Context: an optimization exercise on an open-source flow, tuned for small area and few clock cycles. The choices shown serve that exercise and are no tape-out recipe. Only simulation tests tie the RTL to the original design; equivalence was not proved. Power is estimated from default activity; no workload was simulated.

==> design.v <==
`timescale 10 ns / 10 ns
module Apply (
		input wire [29:0] f,
		input wire [29:0] g,
		input wire [1:0]  typeIn,
		input wire valid,
		output wire simpleCaseHit,
		output wire [29:0] simpleCaseResult,
		output wire validOut,
		output wire [29:0] fn,
		output wire [29:0] fnv,
		output wire [29:0] gn,
		output wire [29:0] gnv,
		output wire quantifyOut,
		output wire [29:0] outF,
		output wire [29:0] outG,
		output wire [1:0] outType,
		output wire [9:0] topOut,
		input wire insertValueIntoSimpleCache,
		input wire [17:0] simpleCacheIndex,
		input wire [1:0] simpleCacheValue,
		input wire [15:0] avs_config_address,
		input wire avs_config_write,
		input wire [31:0] avs_config_writedata,
		input wire avs_config_read,
		output wire [31:0] avs_config_readdata,
		output wire avs_config_readdatavalid,
		output wire avs_config_waitrequest,
		output reg [127:0] aso_var_request_data,
		input wire aso_var_request_ready,
		output reg aso_var_request_valid,
		output reg [127:0] aso_node_request_data,
		input wire aso_node_request_ready,
		output reg aso_node_request_valid,
		output reg [127:0] aso_cache_request_data,
		input wire aso_cache_request_ready,
		output reg aso_cache_request_valid,
		input wire [95:0] asi_result_data,
		input wire [1:0] asi_result_channel,
		input wire asi_result_valid,
		input wire [15:0] asi_var_data,
		input wire asi_var_valid,
		input wire clk,
		input wire reset
	);
assign avs_config_waitrequest = 1'b0;
reg [9:0]  cubeLastVar;
reg [63:0] quantBits;    
reg [9:0]  nextVar [0:63];
reg [1:0]  simpleCache [0:63];
wire cfgNext  = |avs_config_address[15:8];
wire cfgQuant = !cfgNext & avs_config_address[7];
wire cfgCube  = (avs_config_address == 16'd5);
always @(posedge clk)
begin
	if(avs_config_write & cfgNext)
		nextVar[avs_config_address[5:0]] <= avs_config_writedata[9:0];
	if(avs_config_write & cfgQuant)
	begin
		if(avs_config_address[0])
			quantBits[63:32] <= avs_config_writedata;
		else
			quantBits[31:0] <= avs_config_writedata;
	end
	if(avs_config_write & cfgCube)
		cubeLastVar <= avs_config_writedata[9:0];
	if(insertValueIntoSimpleCache)
		simpleCache[simpleCacheIndex[5:0]] <= simpleCacheValue;
end
reg readValid;
reg readNext, readQuant;
always @(posedge clk)
begin
	readValid <= avs_config_read & (cfgNext | cfgQuant | cfgCube);
	if(avs_config_read)
	begin
		readNext <= cfgNext;
		readQuant <= cfgQuant;
	end
	if(reset)
		readValid <= 1'b0;
end
reg busy;               
reg hitNoVar;           
reg [29:0] opF, opG;        
reg [1:0]  T;           
reg pF, pG;             
reg [9:0]  top;          
reg fetchF, fetchG, q;
reg varFIssued, varGIssued, varFDone, varGDone;
reg nodeFIssued, nodeGIssued, nodeFDone;
reg cacheIssued, cacheMiss;
reg [59:0] nodeF;       
reg [1:0] skipVar, skipNode;   
wire fConst = &f[29:1];
wire gConst = &g[29:1];
wire fZero = fConst & f[0];
wire fOne  = fConst & ~f[0];
wire gZero = gConst & g[0];
wire gOne  = gConst & ~g[0];
wire sameNode = (f[29:1] == g[29:1]);
wire fEqG = sameNode & (f[0] == g[0]);
wire fNegG = sameNode & (f[0] != g[0]);
wire fBigger = (f > g);
wire fParity = ^f;
wire gParity = ^g;
reg inHit;
reg [29:0] inResult;
reg [29:0] inF, inG;
reg [1:0] inT;
reg inFFromG, inGFromF, inGZero;
always @*
begin
	inHit = 1'b0;
	inResult = f;
	case(typeIn)
		2'd0: begin
			inHit = fZero | gZero | fNegG | fEqG | gOne | fOne;
			if(fZero | gZero | fNegG)
				inResult = 30'h3fffffff;
			else if(fEqG | gOne)
				inResult = f;
			else
				inResult = g;
		end
		2'd1, 2'd3: begin
			inHit = fConst;
			inResult = f;
		end
		default: begin  
			inHit = fZero | gZero | fNegG | (fOne & gOne);
			inResult = (fOne & gOne) ? 30'h3ffffffe : 30'h3fffffff;
		end
	endcase
	inT = typeIn;
	inFFromG = 1'b0;
	inGFromF = 1'b0;
	inGZero = 1'b0;
	if(typeIn == 2'd2 & (fOne | fEqG))
	begin
		inT = 2'd1;
		inFFromG = 1'b1;
		inGZero = 1'b1;
	end
	else if(typeIn == 2'd2 & gOne)
	begin
		inT = 2'd1;
		inGZero = 1'b1;
	end
	else if(!typeIn[0] & fBigger)  
	begin
		inFFromG = 1'b1;
		inGFromF = 1'b1;
	end
	inF = inFFromG ? g : f;
	inG = inGZero ? 30'h3fffffff : (inGFromF ? f : g);
end
wire start = valid & !inHit;
wire inHashDirect = (typeIn[0] == typeIn[1]);
wire [17:0] inHash = f[17:0] + g[17:0] + {16'b0, typeIn};
wire inFParity = inFFromG ? gParity : fParity;
wire inGParity = inGZero ? 1'b0 : (inGFromF ? fParity : gParity);  
wire [1:0] inSimpleHash = {inFParity, 1'b0} + {1'b0, inGParity} + typeIn;
wire varAnswer = asi_var_valid;
wire nodeAnswer = asi_result_valid & (asi_result_channel == 2'b01);
wire cacheAnswer = asi_result_valid & (asi_result_channel == 2'b10);
wire varTake = varAnswer & (skipVar == 2'd0);
wire varDrop = varAnswer & (skipVar != 2'd0);
wire nodeTake = nodeAnswer & (skipNode == 2'd0);
wire nodeDrop = nodeAnswer & (skipNode != 2'd0);
wire cacheTake = cacheAnswer;
wire needG = !T[0];     
wire varsDone = varFDone & (varGDone | !needG);
wire varFNow = varTake & !varFDone;
wire varGNow = varTake & varFDone;
wire varsArrive = needG ? varGNow : varFNow;
wire [9:0] newFVar = varFDone ? top : asi_var_data[9:0];
wire [9:0] newGVar = needG ? asi_var_data[9:0] : 10'h3ff;
wire newFetchF = (newFVar <= newGVar);
wire newFetchG = (newGVar <= newFVar);
wire [9:0] newTop = newFetchF ? newFVar : newGVar;
wire newTopBigger = (newTop > cubeLastVar);
wire [1:0] newT = (T == 2'd2 & newTopBigger) ? 2'd0 : T;
reg newQuantBit;
integer qi;  
always @*
begin
	newQuantBit = 1'b0;
	for(qi = 0; qi < 64; qi = qi + 1)
		newQuantBit = newQuantBit | (quantBits[qi] & (newTop[5:0] == qi[5:0]));
end
wire newQ = (newT[0] ^ newT[1]) & newQuantBit;
wire andVarsNow = varGNow & (T == 2'd0);
wire varsDoneCur = varsDone | andVarsNow;
wire fetchFCur = andVarsNow ? newFetchF : fetchF;
wire fetchGCur = andVarsNow ? newFetchG : fetchG;
wire [9:0] topCur = andVarsNow ? newTop : top;
wire [31:0] quantWord = top[0] ? quantBits[63:32] : quantBits[31:0];
wire [5:0] nextIndex = top[5:0];
reg [9:0] nextTop;
integer ni;  
always @*
begin
	nextTop = 10'b0;
	for(ni = 0; ni < 64; ni = ni + 1)
		nextTop = nextTop | (nextVar[ni] & {10{nextIndex == ni[5:0]}});
end
wire [17:0] hash = (opF[17:0] + opG[17:0] + {16'b0, T}) ^ {17'b0, q};
wire [1:0] simpleHash = {pF, 1'b0} + {1'b0, pG} + T + {1'b0, q};
wire [1:0] simpleCacheEntry = simpleCache[valid ? inHash[5:0] : hash[5:0]];
wire inSimpleMatch = (simpleCacheEntry == inSimpleHash);
wire simpleMatch = (simpleCacheEntry == simpleHash);
wire hashKnown = (T[0] == T[1]) | varsDone;  
wire nodeFNow = nodeTake & !nodeFDone;
wire nodeGNow = nodeTake & nodeFDone;
wire [59:0] nodeAnswerFields = {asi_result_data[61:32], asi_result_data[29:0]};
wire cacheEntryHit = (asi_result_data[29:0] == opF) & (asi_result_data[61:32] == opG) &
	(asi_result_data[95:94] == T) & (asi_result_data[30] == q);
wire doneVarHit = busy & (T == 2'd1) & varFNow & newTopBigger;
wire doneCacheHit = busy & cacheTake & cacheEntryHit;
wire cacheResolved = hashKnown & (!simpleMatch | cacheMiss | (cacheTake & !cacheEntryHit));
wire doneNodes = busy & varsDoneCur & cacheResolved &
	(!fetchFCur | nodeFDone) & (!fetchGCur | nodeGNow);
wire finish = doneVarHit | doneCacheHit | doneNodes;
wire nodeGWanted = needG ? (varGIssued & (T[1] | cacheIssued | !simpleMatch) & !(varsDone & !fetchG)) :
	(varsDone & fetchG);
always @*
begin
	aso_var_request_data = 128'b0;
	aso_var_request_data[2:0] = 3'b010;
	aso_var_request_data[31:3] = valid ? inF[29:1] : (varFIssued ? opG[29:1] : opF[29:1]);
	aso_var_request_valid = start | (busy & (!varFIssued | (needG & !varGIssued)));
	aso_node_request_data = 128'b0;
	aso_node_request_data[2:0] = 3'b001;
	aso_node_request_data[31:3] = valid ? inF[29:1] : (nodeFIssued ? opG[29:1] : opF[29:1]);
	aso_node_request_valid = start | (busy & (!nodeFIssued | (!nodeGIssued & nodeGWanted)));
	aso_cache_request_data = 128'b0;
	aso_cache_request_data[2:0] = 3'b011;
	aso_cache_request_data[20:3] = valid ? inHash : hash;
	aso_cache_request_valid = (start & inHashDirect & inSimpleMatch) |
		(busy & hashKnown & simpleMatch & !cacheIssued);
end
wire varAccept = aso_var_request_valid & aso_var_request_ready;
wire nodeAccept = aso_node_request_valid & aso_node_request_ready;
wire cacheAccept = aso_cache_request_valid & aso_cache_request_ready;
wire [1:0] varOwed = {1'b0, varFIssued} + {1'b0, varGIssued} + {1'b0, varAccept}
	- {1'b0, varFDone} - {1'b0, varGDone} - {1'b0, varTake};
wire [1:0] nodeOwed = {1'b0, nodeFIssued & !nodeFDone & !nodeFNow} + {1'b0, nodeGIssued & !nodeGNow} + {1'b0, nodeAccept};
always @(posedge clk)
begin
	hitNoVar <= valid & inHit;
	skipVar <= skipVar - {1'b0, varDrop} + (finish ? varOwed : 2'd0);
	skipNode <= skipNode - {1'b0, nodeDrop} + (finish ? nodeOwed : 2'd0);
	if(valid)
	begin
		busy <= !inHit;
		opF <= inHit ? inResult : inF;
		opG <= inG;
		T <= inT;
		pF <= inFParity;
		pG <= inGParity;
		q <= 1'b0;
		varFIssued <= varAccept;
		nodeFIssued <= nodeAccept;
		cacheIssued <= cacheAccept;
		varGIssued <= 1'b0;
		nodeGIssued <= 1'b0;
		varFDone <= 1'b0;
		varGDone <= 1'b0;
		nodeFDone <= 1'b0;
		cacheMiss <= 1'b0;
	end
	else
	begin
		if(finish)
			busy <= 1'b0;
		if(varAccept)
		begin
			varFIssued <= 1'b1;
			if(varFIssued)
				varGIssued <= 1'b1;
		end
		if(nodeAccept)
		begin
			nodeFIssued <= 1'b1;
			if(nodeFIssued)
				nodeGIssued <= 1'b1;
		end
		if(cacheAccept)
			cacheIssued <= 1'b1;
		if(varFNow)
			varFDone <= 1'b1;
		if(varGNow)
			varGDone <= 1'b1;
		if(varTake)
			top <= newTop;
		if(varsArrive)
		begin
			fetchF <= newFetchF;
			fetchG <= newFetchG;
			T <= newT;
			q <= newQ;
		end
		if(nodeFNow)
		begin
			nodeFDone <= 1'b1;
			nodeF <= nodeAnswerFields;
		end
		if(nodeGNow & !finish)
			nodeGIssued <= 1'b0;
		if(cacheTake & !cacheEntryHit)
			cacheMiss <= 1'b1;
	end
	if(avs_config_read)
		top[5:0] <= avs_config_address[5:0];
	if(reset)
	begin
		busy <= 1'b0;
		hitNoVar <= 1'b0;
		skipVar <= 2'd0;
		skipNode <= 2'd0;
	end
end
assign validOut = hitNoVar | finish;
assign simpleCaseHit = hitNoVar | doneVarHit | doneCacheHit;
assign simpleCaseResult = doneCacheHit ? asi_result_data[93:64] : opF;
assign fn  = fetchFCur ? {nodeF[59:31], nodeF[30] ^ opF[0]} : opF;
assign fnv = fetchFCur ? {nodeF[29:1], nodeF[0] ^ opF[0]} : opF;
assign gn  = fetchGCur ? {asi_result_data[61:33], asi_result_data[32] ^ opG[0]} : opG;
assign gnv = fetchGCur ? {asi_result_data[29:1], asi_result_data[0] ^ opG[0]} : opG;
assign quantifyOut = q;
assign outF = opF;
assign outG = opG;
assign outType = T;
assign topOut = (T == 2'd3) ? nextTop : topCur;
assign avs_config_readdata = readNext ? {22'b0, nextTop} : (readQuant ? quantWord : {22'b0, cubeLastVar});
assign avs_config_readdatavalid = readValid;
endmodule
==> flow/run.sh <==
#!/bin/bash
# Standard layout (the standard.sh) with three changes:
#  - synthesis maps the logic with an area-oriented ABC script; the registers
#    are mapped by the standard synthesis before ABC runs, so they are the same;
#  - the ports get the smallest buffer (buf_1) instead of the default delay buffer;
#  - constant outputs share one tie cell per value instead of one tie cell each.
# Each step's full output goes to its own log file in this folder.
set -euo pipefail
cp -r "$FLOW_HOME/scripts" ./scripts_area
cat > ./scripts_area/abc_area.script <<'ABC'
strash
ifraig
dc2
strash
&get -n
&dch -f
&nf
&put
ABC
bash standard.sh "SCRIPTS_DIR=$PWD/scripts_area" ABC_AREA=1 synth > synth_flow.log 2>&1
bash standard.sh 'BUFFER_PORTS_ARGS=-buffer_cell sky130_fd_sc_hd__buf_1' SKIP_REPAIR_TIE_FANOUT=1 finish > standard_flow.log 2>&1
==> standard.sh <==
#!/bin/bash
# synth_recipe.tcl (not shown) runs the flow's synth.tcl, then flattens the netlist and writes it again
# the make line also repeats each setting of config.mk as NAME=value (left out here)
make -C /OpenROAD-flow-scripts/flow DESIGN_CONFIG=/design/flow/config.mk WORK_HOME=/design/flow/orfs CLKGATE_MAP_FILE= SYNTH_SCRIPT=/design/flow/synth_recipe.tcl "${@:-finish}"
==> config.mk <==
export PLATFORM = sky130hd
export DESIGN_NAME = Apply
export DESIGN_NICKNAME = Apply
export VERILOG_FILES = /design/flow/design.v
export SDC_FILE = /design/flow/constraint.sdc
export NUM_CORES = 4
export LEC_CHECK = 0
export CAP_MARGIN = 20
export CORE_MARGIN = 2
export CORE_UTILIZATION = 40
export CTS_CLUSTER_DIAMETER = 100
export CTS_CLUSTER_SIZE = 28
export PLACE_DENSITY = 0.6
export SLEW_MARGIN = 20
==> constraint.sdc <==
create_clock -name core_clock -period 10.0 [get_ports {clk}]
set_input_delay 2.0000 -clock core_clock [delete_from_list [all_inputs] [get_ports {clk}]]
set_output_delay 2.0000 -clock core_clock [all_outputs]
set_load 0.01 [all_outputs]
==> impl_metrics.env, run 1 <==
export IMPL_start_util_pct=40.25
export IMPL_globalplace_congestion=1.060
export IMPL_yosysWarnings=1
export IMPL_die_x_um=351.0
export IMPL_track_usage_pct=33.14
export IMPL_pin_count=901
export IMPL_synth_seq_cells=997
export IMPL_viasPerCell=6.143
export IMPL_r2r_setup_slack_ns=2.94
export IMPL_crit_path_max_incr_delay_ns=0.62
export IMPL_route_vias_total=35880
export IMPL_hold_viol=0
export IMPL_wl_um=209900
export IMPL_finalSetupViolations=0
export IMPL_grt_overflow=0
export IMPL_synth_nets=4117
export IMPL_grt_max_degree=306
export IMPL_rsz0062_at_grt="no"
export IMPL_outcome="no timing/DRC/antenna violations"
export IMPL_grt_pass1_vias=32800
export IMPL_drive_gt1_share_pct=7.085
export IMPL_drcViolationCount=0
export IMPL_routedWlPerCell_um=35.94
export IMPL_syn_area_um2=48160
export IMPL_finalCritPeriodShare_pct=89.62
export IMPL_max_vdd_ir_drop_mv=0.1525
export IMPL_grt_pass1_wl_um=277600
export IMPL_reg2reg_from="T[1]$_DFFE_PP_"
export IMPL_cts_tree="yes"
export IMPL_synth_top_area_share_pct=61.29
export IMPL_root_buffer="clkbuf_16"
export IMPL_worst_setup_path_start_kind="input port"
export IMPL_final_common_cell="edfxtp_1"
export IMPL_nets=4576
export IMPL_holdPathStages=2
export IMPL_area_growth_pct=9.664
export IMPL_core_um2=119700
export IMPL_numCtsBuffers=46
export IMPL_power_density_nw_per_um2=193.9
export IMPL_antenna_found_initial=30
export IMPL_clk_latency_ns=0.70
export IMPL_port_buffers=570
export IMPL_p_total_mw=10.24
export IMPL_drv_slew=0
export IMPL_finalClockSkew_ns=0.07308
export IMPL_max_slew_worst_pin_slew_ns=1.254
export IMPL_layout_common_cells="983 x edfxtp_1, 557 x buf_1, 433 x nand2_1, 308 x nor2_1, 157 x a222oi_1"
export IMPL_period_needed_ns=8.962
export IMPL_worstPathCellList="buf_1 > fa_1 > ha_1 > clkinv_1 > fa_1 > nor2b_1 > o21ai_0 > a21oi_1 > o21ai_0 > a21oi_1 > o21ai_0 > a21boi_0 > o21ai_0 > a21oi_1 > o21ai_0 > a21boi_0 > o21ai_0 > a21oi_1 > o21ai_0 > a31o_1 > o22ai_1 > buf_1"
export IMPL_worstHoldStart="cacheMiss$_SDFFE_PP0P_"
export IMPL_crit_required_ns=8.00
export IMPL_worstSetupEndpointType="output pin"
export IMPL_cts_sinks=997
export IMPL_drv_cap=0
export IMPL_relSlewSlack_pct=15.49
export IMPL_seq_area_um2=29800
export IMPL_avgSynthCellArea_um2=12.93
export IMPL_ys_async_sr_fraction_pct=0
export IMPL_clkTransAtPathRegs_ns=0.11
export IMPL_ant_nets=0
export IMPL_cts_path_max_buffers=3
export IMPL_rr_worst_depth=27
export IMPL_die_h_um=351.0
export IMPL_path_max_fanout=7
export IMPL_worst_path_most_repeated_cell="o21ai_0"
export IMPL_worstHoldEndpoint="cacheMiss$_SDFFE_PP0P_"
export IMPL_first_iter_violations=6105
export IMPL_seq_area_frac_synth_pct=61.87
export IMPL_h_tree_depth=2
export IMPL_cts_setup_buffers=0
export IMPL_fillers=11190
export IMPL_postCtsHoldBufs=0
export IMPL_crit_type="input port to output pin"
export IMPL_synth_area_top_cells="edfxtp_1 61%, buf_4 4.8%, nand2_1 3.4%, ha_1 3.3%, a222oi_1 3.3%"
export IMPL_synthCells=3726
export IMPL_drtPass1Iterations=9
export IMPL_ys_types=56
export IMPL_row_count=127
export IMPL_hp_class="register to register"
export IMPL_arrival_ns=6.96
export IMPL_dpl_hpwl_um=157400
export IMPL_tns_ns=0
export IMPL_die_area_um2=123200
export IMPL_p_leak_nw=17.53
export IMPL_fmaxAchievable_mhz=111.6
export IMPL_ctsResizeCount=0
export IMPL_critical_path_reg2reg_endpoint="skipNode[1]$_SDFF_PP0_"
export IMPL_hold_slack_ns=0.4730
export IMPL_synth_edff_count=983
export IMPL_critPathSlowestCell="fa_1"
export IMPL_multi_input_area_um2=15730
export IMPL_synth_area_leader_cell="edfxtp_1"
export IMPL_synthFlopType="edfxtp_1"
[power breakdown]
group / switching, mW / internal [mW]
sequential: 0.140 / 4.69
combinational: 2.16 / 0.918
clock: 1.42 / 0.912
[routing by layer]
metal,GRT usage (%),up-vias,share of wire (%)
met4,16.22,8,5.7
met2,50.96,2499,45
met3,10.16,399,13
met5,0,-,0.081
li1,-,15000,-
met1,42.52,17970,36
[how the worst max path moves through the flow]
stage / start / to / slack (ns) / cells after the start
floorplan: g[1] / aso_cache_request_valid / 0.30 / 16
global placement: f[1] / aso_node_request_valid / 1.21 / 19
detailed placement: f[1] / validOut / 1.21 / 18
CTS: f[1] / validOut / 1.18 / 18
global route: f[1] / aso_cache_request_data[20] / 0.65 / 22
finish: f[1] / aso_cache_request_data[20] / 1.04 / 22
[final cells by class]
cell class	count	area share (%)
sequential	997	56.42
multi-input combinational	2286	29.78
timing repair buffer	720	6.213
tap	1612	3.819
clock buffer	55	2.284
inverter	134	0.9523
clock inverter	14	0.4335
antenna	22	0.1042
[critical path: cells and delay by family]
family,cells,cell delay [ns]
AO/OA/AOI/OAI,15,3.07
adder cells (fa/ha/maj),3,1.23
buffers and inverters,3,0.53
AND/OR/NAND/NOR,1,0.14
[metrics by stage]
stage / area [um2] / util [%] / worst slack [ns] / instances
after global routing: 52790 / 44.12 / 0.6459 / 5829
after CTS: 52730 / 44.07 / 1.181 / 5817
after global placement: 51280 / 42.85 / 1.208 / 5747
after floorplan: 48160 / - / 0.3015 / 3726
after detailed placement: 51290 / 42.87 / 1.207 / 5748
final: 52820 / 44.14 / 1.038 / 5840
[Yosys cell counts (7+ instances only)]
cell type / instances
a2111oi_0: 7
a211o_1: 10
a211oi_1: 8
a21boi_0: 8
a21o_1: 8
a21oi_1: 111
a221o_1: 22
a221oi_1: 28
a222oi_1: 157
a22o_1: 25
a22oi_1: 113
and3_1: 12
buf_4: 309
clkinv_1: 134
dfxtp_1: 14
edfxtp_1: 983
fa_1: 10
ha_1: 126
mux2_1: 34
mux2i_1: 132
mux4_2: 30
nand2_1: 433
nand2b_1: 40
nand3_1: 61
nand3b_1: 13
nand4_1: 79
nor2_1: 341
nor2b_1: 14
nor3_1: 22
nor4_1: 17
o21ai_0: 159
o21bai_1: 12
o221ai_1: 8
o22ai_1: 9
or2_0: 23
xnor2_1: 109
xor2_1: 50
[registers in the layout, indices dropped and copies added, names as in the netlist, 2 cells and up]
register / cells
nextVar: 640
simpleCache: 128
quantBits: 64
nodeF: 60
opF: 30
opG: 30
cubeLastVar: 10
top: 10
T: 2
skipNode: 2
skipVar: 2
[cells by family (layout without fill, tap and decap cells)]
kind of cell	count (synthesis)	count (layout)	share of synthesized area (%)
simple gates	1078	1078	9.843
other cells	2	24	0.01559
mux	196	196	4.941
flops	997	997	61.87
compound gates	715	715	10.89
xor+xnor	159	159	2.891
buf+inv	443	923	5.860
fa+ha+maj	136	136	3.689
Testbench counts, summed over its fixed seeds: cycles 30,243.
==> run 2: changes to the inputs <==
--- a/config.mk
+++ b/config.mk
@@ -10,5 +10,5 @@
 export CORE_UTILIZATION = 40
 export CTS_CLUSTER_DIAMETER = 100
-export CTS_CLUSTER_SIZE = 28
+export CTS_CLUSTER_SIZE = 24
 export PLACE_DENSITY = 0.6
 export SLEW_MARGIN = 20
==> impl_metrics.env, run 2 <==
export IMPL_reg2reg_from="T[1]$_DFFE_PP_"
export IMPL_antenna_found_initial=33
export IMPL_finalSetupViolations=0
export IMPL_synthFlopType="edfxtp_1"
export IMPL_first_iter_violations=5763
export IMPL_ys_types=56
export IMPL_root_buffer="clkbuf_16"
export IMPL_hp_class="register to register"
export IMPL_drv_slew=0
export IMPL_arrival_ns=6.97
export IMPL_synth_top_area_share_pct=61.29
export IMPL_cp_startpoint="f[1]"
export IMPL_finalCritPeriodShare_pct=89.66
export IMPL_crit_path_max_incr_delay_ns=0.62
export IMPL_period_needed_ns=8.966
export IMPL_p_total_mw=10.36
export IMPL_port_buffers=570
export IMPL_synth_edff_count=983
export IMPL_row_count=127
export IMPL_drive_gt1_share_pct=7.190
export IMPL_clkTransAtPathRegs_ns=0.11
export IMPL_critPathSlowestCell="fa_1"
export IMPL_worstSetupEndpointType="output pin"
export IMPL_h_tree_depth=2
export IMPL_hold_viol=0
export IMPL_placed_cell_area_um2=51290
export IMPL_postCtsHoldBufs=0
export IMPL_routedWlPerCell_um=35.91
export IMPL_synth_common_cells="983 x edfxtp_1, 433 x nand2_1, 341 x nor2_1"
export IMPL_start_util_pct=40.25
export IMPL_multi_input_area_um2=15730
export IMPL_area_growth_pct=9.952
export IMPL_max_slew_worst_pin_slew_ns=1.248
export IMPL_drcViolationCount=0
export IMPL_wl_um=210000
export IMPL_drtPass1Iterations=8
export IMPL_synth_top_family_by_area="compound AO/OA/AOI/OAI gates"
export IMPL_numCtsBuffers=52
export IMPL_syn_area_um2=48160
export IMPL_tns_ns=0
export IMPL_synthCells=3726
export IMPL_ctsResizeCount=0
export IMPL_cts_sinks=997
export IMPL_seq_area_um2=29800
export IMPL_r2r_setup_slack_ns=2.93
export IMPL_grt_overflow=0
export IMPL_synth_compound_area_share_pct=10.89
export IMPL_fillers=11160
export IMPL_rsz0062_at_grt="no"
export IMPL_outcome="no timing/DRC/antenna violations"
export IMPL_synth_mux_area_share_pct=4.941
export IMPL_worst_path_most_repeated_cell="o21ai_0"
export IMPL_yosys_area_share_adder_pct=3.689
export IMPL_cts_path_max_buffers=3
export IMPL_viasPerCell=6.107
export IMPL_path_max_fanout=7
export IMPL_crit_end="aso_cache_request_data[20]"
export IMPL_core_um2=119700
export IMPL_synth_simple_area_share_pct=9.843
export IMPL_final_common_cell="edfxtp_1"
export IMPL_holdPathStages=2
export IMPL_seq_area_frac_synth_pct=61.87
export IMPL_yosysMostFrequentCell="edfxtp_1"
export IMPL_grt_pass1_wl_um=278600
export IMPL_crit_type="input port to output pin"
export IMPL_yosysWarnings=1
export IMPL_globalplace_congestion=1.060
export IMPL_max_vdd_ir_drop_mv=0.1307
export IMPL_cts_tree="yes"
export IMPL_finalClockSkew_ns=0.04358
export IMPL_grt_pass1_vias=32810
export IMPL_synth_nets=4117
export IMPL_die_x_um=351.0
export IMPL_cts_setup_buffers=0
export IMPL_worst_setup_path_start_kind="input port"
export IMPL_fmaxAchievable_mhz=111.5
export IMPL_largest_register_ffs=640
export IMPL_synth_xor_area_share_pct=2.891
export IMPL_relSlewSlack_pct=15.94
export IMPL_die_area_um2=123200
export IMPL_synth_area_top_cells="edfxtp_1 61%, buf_4 4.8%, nand2_1 3.4%, ha_1 3.3%, a222oi_1 3.3%"
export IMPL_layout_common_cells="983 x edfxtp_1, 557 x buf_1, 433 x nand2_1, 308 x nor2_1, 157 x a222oi_1"
export IMPL_avgSynthCellArea_um2=12.93
export IMPL_clk_latency_ns=0.68
export IMPL_track_usage_pct=33.20
export IMPL_pin_count=901
export IMPL_hold_slack_ns=0.4732
export IMPL_worstPathCellList="buf_1 > fa_1 > ha_1 > clkinv_1 > fa_1 > nor2b_1 > o21ai_0 > a21oi_1 > o21ai_0 > a21oi_1 > o21ai_0 > a21boi_0 > o21ai_0 > a21oi_1 > o21ai_0 > a21boi_0 > o21ai_0 > a21oi_1 > o21ai_0 > a31o_1 > o22ai_1 > buf_1"
export IMPL_ys_async_sr_fraction_pct=0
export IMPL_drv_cap=0
export IMPL_synth_area_leader_cell="edfxtp_1"
export IMPL_grt_max_degree=306
export IMPL_dpl_hpwl_um=157400
export IMPL_p_leak_nw=17.60
export IMPL_rr_worst_depth=27
export IMPL_ant_nets=0
export IMPL_nets=4582
export IMPL_critical_path_reg2reg_endpoint="skipNode[1]$_SDFF_PP0_"
export IMPL_die_h_um=351.0
export IMPL_crit_required_ns=8.00
export IMPL_power_density_nw_per_um2=195.6
export IMPL_final_util_pct=44.26
export IMPL_synth_seq_cells=997
export IMPL_design_area_um2=52960
export IMPL_route_vias_total=35720
run 2: cell counts after synthesis:
Identical to the previous run, type by type.
run 2: routing by layer:
| metal | global-route usage, % | vias to the layer above | routed length (um) |
|---|---|---|---|
| li1 | - | 15020 | - |
| met1 | 42.43 | 17920 | 76250 |
| met2 | 51.29 | 2416 | 94260 |
| met3 | 10.67 | 352 | 28060 |
| met4 | 15.31 | 10 | 11270 |
| met5 | 0 | - | 172 |
run 2: power by group:
group          switching (mW)  internal (mW)  total, mW
Clock                    1.42           1.03       2.45
Combinational            2.15          0.918       3.07
Sequential              0.141           4.69       4.83
run 2: worst min-delay path by stage:
| stage | from | slack [ns] | endpoint |
|---|---|---|---|
| after CTS | cacheMiss$_SDFFE_PP0P_ | 0.48 | cacheMiss$_SDFFE_PP0P_ |
| after floorplan | cacheMiss$_SDFFE_PP0P_ | 0.43 | cacheMiss$_SDFFE_PP0P_ |
| after global routing | cacheMiss$_SDFFE_PP0P_ | 0.53 | cacheMiss$_SDFFE_PP0P_ |
| final | cacheMiss$_SDFFE_PP0P_ | 0.47 | cacheMiss$_SDFFE_PP0P_ |
| after detailed placement | cacheMiss$_SDFFE_PP0P_ | 0.45 | cacheMiss$_SDFFE_PP0P_ |
| after global placement | cacheMiss$_SDFFE_PP0P_ | 0.44 | cacheMiss$_SDFFE_PP0P_ |
run 2: worst max-delay path, delay by kind of cell:
family,cells,cell delay [ns]
adder cells (fa/ha/maj),3,1.22
AO/OA/AOI/OAI,15,3.07
buffers and inverters,3,0.53
AND/OR/NAND/NOR,1,0.15
run 2: final cells by class:
cell class              instances  share of cell area [%]
multi-input cells            2286                   29.70
diodes                         23                  0.1087
well taps                    1612                   3.809
clock buffers                  63                   2.575
clock inverters                14                  0.3922
inverters                     134                  0.9498
repair buffers                720                   6.197
flip-flops and latches        997                   56.27
run 2: kinds of logic after synthesis:
group / count (synthesis)
muxes: 196
DFF: 997
and+or+nand+nor: 1078
AOI/OAI and AO/OA: 715
other: 2
adders and majority gates: 136
xor gates and xnor gates: 159
buffers and inverters: 443
run 2: metrics by stage:
step	cells	setup WS, ns
after floorplan	3726	0.3015
after global placement	5747	1.208
after detailed placement	5748	1.207
after CTS	5825	1.180
after global routing	5837	0.6459
final	5849	1.034
==> run 3: changes to the inputs <==
--- a/config.mk
+++ b/config.mk
@@ -9,6 +9,6 @@
 export CORE_MARGIN = 2
 export CORE_UTILIZATION = 40
-export CTS_CLUSTER_DIAMETER = 100
-export CTS_CLUSTER_SIZE = 24
+export CTS_CLUSTER_DIAMETER = 80
+export CTS_CLUSTER_SIZE = 30
 export PLACE_DENSITY = 0.6
 export SLEW_MARGIN = 20
==> impl_metrics.env, run 3 <==
export IMPL_h_tree_depth=2
export IMPL_port_buffers=570
export IMPL_avgSynthCellArea_um2=12.93
export IMPL_yosysMostFrequentCell="edfxtp_1"
export IMPL_synth_edff_count=983
export IMPL_ys_types=56
export IMPL_synth_top_area_share_pct=61.29
export IMPL_worst_setup_path_start_kind="input port"
export IMPL_hold_viol=0
export IMPL_routedWlPerCell_um=35.88
export IMPL_synthCells=3726
export IMPL_grt_overflow=0
export IMPL_drcViolationCount=0
export IMPL_seq_area_um2=29800
export IMPL_worstSetupEndpointType="output pin"
export IMPL_multi_input_area_um2=15730
export IMPL_finalCritPeriodShare_pct=89.38
export IMPL_grt_pass1_vias=32840
export IMPL_power_density_nw_per_um2=199.8
export IMPL_synth_area_leader_cell="edfxtp_1"
export IMPL_globalplace_congestion=1.060
export IMPL_wl_um=210500
export IMPL_arrival_ns=6.94
export IMPL_postCtsHoldBufs=0
export IMPL_largest_register_ffs=640
export IMPL_rsz0062_at_grt="no"
export IMPL_final_common_cell="edfxtp_1"
export IMPL_outcome="no timing/DRC/antenna violations"
export IMPL_root_buffer="clkbuf_16"
export IMPL_track_usage_pct=33.27
export IMPL_synth_area_top_cells="edfxtp_1 61%, buf_4 4.8%, nand2_1 3.4%, ha_1 3.3%, a222oi_1 3.3%"
export IMPL_numCtsBuffers=55
export IMPL_layout_common_cells="983 x edfxtp_1, 557 x buf_1, 433 x nand2_1, 307 x nor2_1, 157 x a222oi_1"
export IMPL_finalSetupViolations=0
export IMPL_die_area_um2=123200
export IMPL_viasPerCell=6.128
export IMPL_pin_count=901
export IMPL_synth_common_cells="983 x edfxtp_1, 433 x nand2_1, 341 x nor2_1"
export IMPL_finalClockSkew_ns=0.07563
export IMPL_cts_tree="yes"
export IMPL_row_count=127
export IMPL_drive_gt1_share_pct=7.709
export IMPL_seq_area_frac_synth_pct=61.87
export IMPL_ys_async_sr_fraction_pct=0
export IMPL_crit_type="input port to output pin"
export IMPL_p_leak_nw=17.76
export IMPL_synth_nets=4117
export IMPL_drv_slew=0
export IMPL_nets=4585
export IMPL_crit_required_ns=8.00
export IMPL_period_needed_ns=8.938
export IMPL_relSlewSlack_pct=16.26
export IMPL_clk_latency_ns=0.74
export IMPL_die_h_um=351.0
export IMPL_max_vdd_ir_drop_mv=0.1673
export IMPL_hp_class="register to register"
export IMPL_ctsResizeCount=0
export IMPL_grt_max_degree=306
export IMPL_ant_nets=0
export IMPL_core_um2=119700
export IMPL_drtPass1Iterations=12
export IMPL_path_max_fanout=7
export IMPL_yosysWarnings=1
export IMPL_drv_cap=0
export IMPL_cts_sinks=997
export IMPL_synthFlopType="edfxtp_1"
export IMPL_dpl_hpwl_um=157400
export IMPL_first_iter_violations=6067
export IMPL_cts_path_max_buffers=3
export IMPL_p_total_mw=10.66
export IMPL_fmaxAchievable_mhz=111.9
export IMPL_route_vias_total=35940
export IMPL_start_util_pct=40.25
export IMPL_synth_seq_cells=997
export IMPL_area_growth_pct=10.75
export IMPL_cts_setup_buffers=0
export IMPL_die_x_um=351.0
export IMPL_tns_ns=0
export IMPL_syn_area_um2=48160
export IMPL_max_slew_worst_pin_slew_ns=1.243
export IMPL_antenna_found_initial=36
export IMPL_fillers=11110
export IMPL_grt_pass1_wl_um=278800
export IMPL_clkTransAtPathRegs_ns=0.08
## run 3: power by group
part / switching (mW) / internal, mW
Sequential: 0.142 / 4.69
Clock: 1.59 / 1.16
Combinational: 2.16 / 0.918
Total: 3.89 / 6.77
## run 3: cell type report
type | instances | share of cell area [%]
flip-flops and latches | 997 | 55.86
multi-input cells | 2286 | 29.49
repair buffers | 720 | 6.153
well taps | 1612 | 3.781
clock buffers | 57 | 2.634
clock inverters | 35 | 1.018
inverters | 134 | 0.9429
diodes | 25 | 0.1173
## run 3: final timing paths
path                     startpoint                          to  slack [ns]  cells after the start
max                            f[1]  aso_cache_request_data[20]        1.06                     22
min          cacheMiss$_SDFFE_PP0P_      cacheMiss$_SDFFE_PP0P_        0.47                      2
max reg2reg          T[1]$_DFFE_PP_      skipNode[1]$_SDFF_PP0_        2.94                     27
min reg2reg  cacheMiss$_SDFFE_PP0P_      cacheMiss$_SDFFE_PP0P_        0.47                      2
## run 3: metrics by stage
| stage | utilization, % | hold WS (ns) | area [um2] | worst slack [ns] | cells |
|---|---|---|---|---|---|
| floorplan | - | 0.4301 | 48160 | 0.3015 | 3726 |
| global placement | 42.85 | 0.4400 | 51280 | 1.208 | 5747 |
| detailed placement | 42.87 | 0.4497 | 51290 | 1.207 | 5748 |
| CTS | 44.50 | 0.4708 | 53240 | 1.172 | 5840 |
| global route | 44.56 | 0.5250 | 53310 | 0.6461 | 5854 |
| finish | 44.58 | 0.4651 | 53340 | 1.062 | 5866 |
## run 3: per-layer routing
layer / GRT usage (%) / wire [um]
met5: 0 / 170
met4: 15.73 / 11060
met3: 9.994 / 27130
met2: 51.31 / 94740
met1: 42.91 / 77380
## run 3: worst max-delay path: stages
cell and delay, ns:
buf_1 0.25, fa_1 0.62, ha_1 0.17, clkinv_1 0.09
fa_1 0.44, nor2b_1 0.14, o21ai_0 0.12, a21oi_1 0.33
o21ai_0 0.18, a21oi_1 0.28, o21ai_0 0.16, a21boi_0 0.28
o21ai_0 0.18, a21oi_1 0.22, o21ai_0 0.14, a21boi_0 0.26
o21ai_0 0.15, a21oi_1 0.20, o21ai_0 0.13, a31o_1 0.23
o22ai_1 0.16, buf_1 0.19
## run 3: cell families after synthesis
family	Yosys count	share of synthesized area [%]
AND/OR/NAND/NOR	1078	9.843
flip-flops	997	61.87
AO/OA/AOI/OAI	715	10.89
buffers and inverters	443	5.860
multiplexers	196	4.941
XOR/XNOR	159	2.891
adder cells (fa/ha/maj)	136	3.689
other	2	0.01559

==> port drivers added, routing unchanged <==
How much do the figures lean on ideal ports? The routed layouts below were timed once more, with nothing changed but the port constraints.
Step 1 assumes that a clkbuf_16 drives the clock port and a buf_2 every other input.
Step 2 moves the port delays by t, midway between the first and last clock arrival at a register: inputs arrive t later, outputs are due t later. That takes back most of the time a late clock gives input paths.
a / b / c = no drivers / after step 1 / after step 2; a / b = the first two.
run	t, ns	setup slack, ns	worst setup path after step 2	worst register clock-pin slew, ns	worst slew at a driven data input, ns
run 1	0.731	1.038 / 0.979 / 0.979	input to output	0.12 / 0.12	0.21
run 2	0.728	1.034 / 0.975 / 0.975	input to output	0.11 / 0.11	0.20
run 3	0.771	1.062 / 1.002 / 1.002	input to output	0.12 / 0.12	0.20
After both steps every run listed still meets setup and hold. For run 3, which loses most, drivers alone change the setup slack by -0.060 ns; drivers and shift together by -0.060 ns.
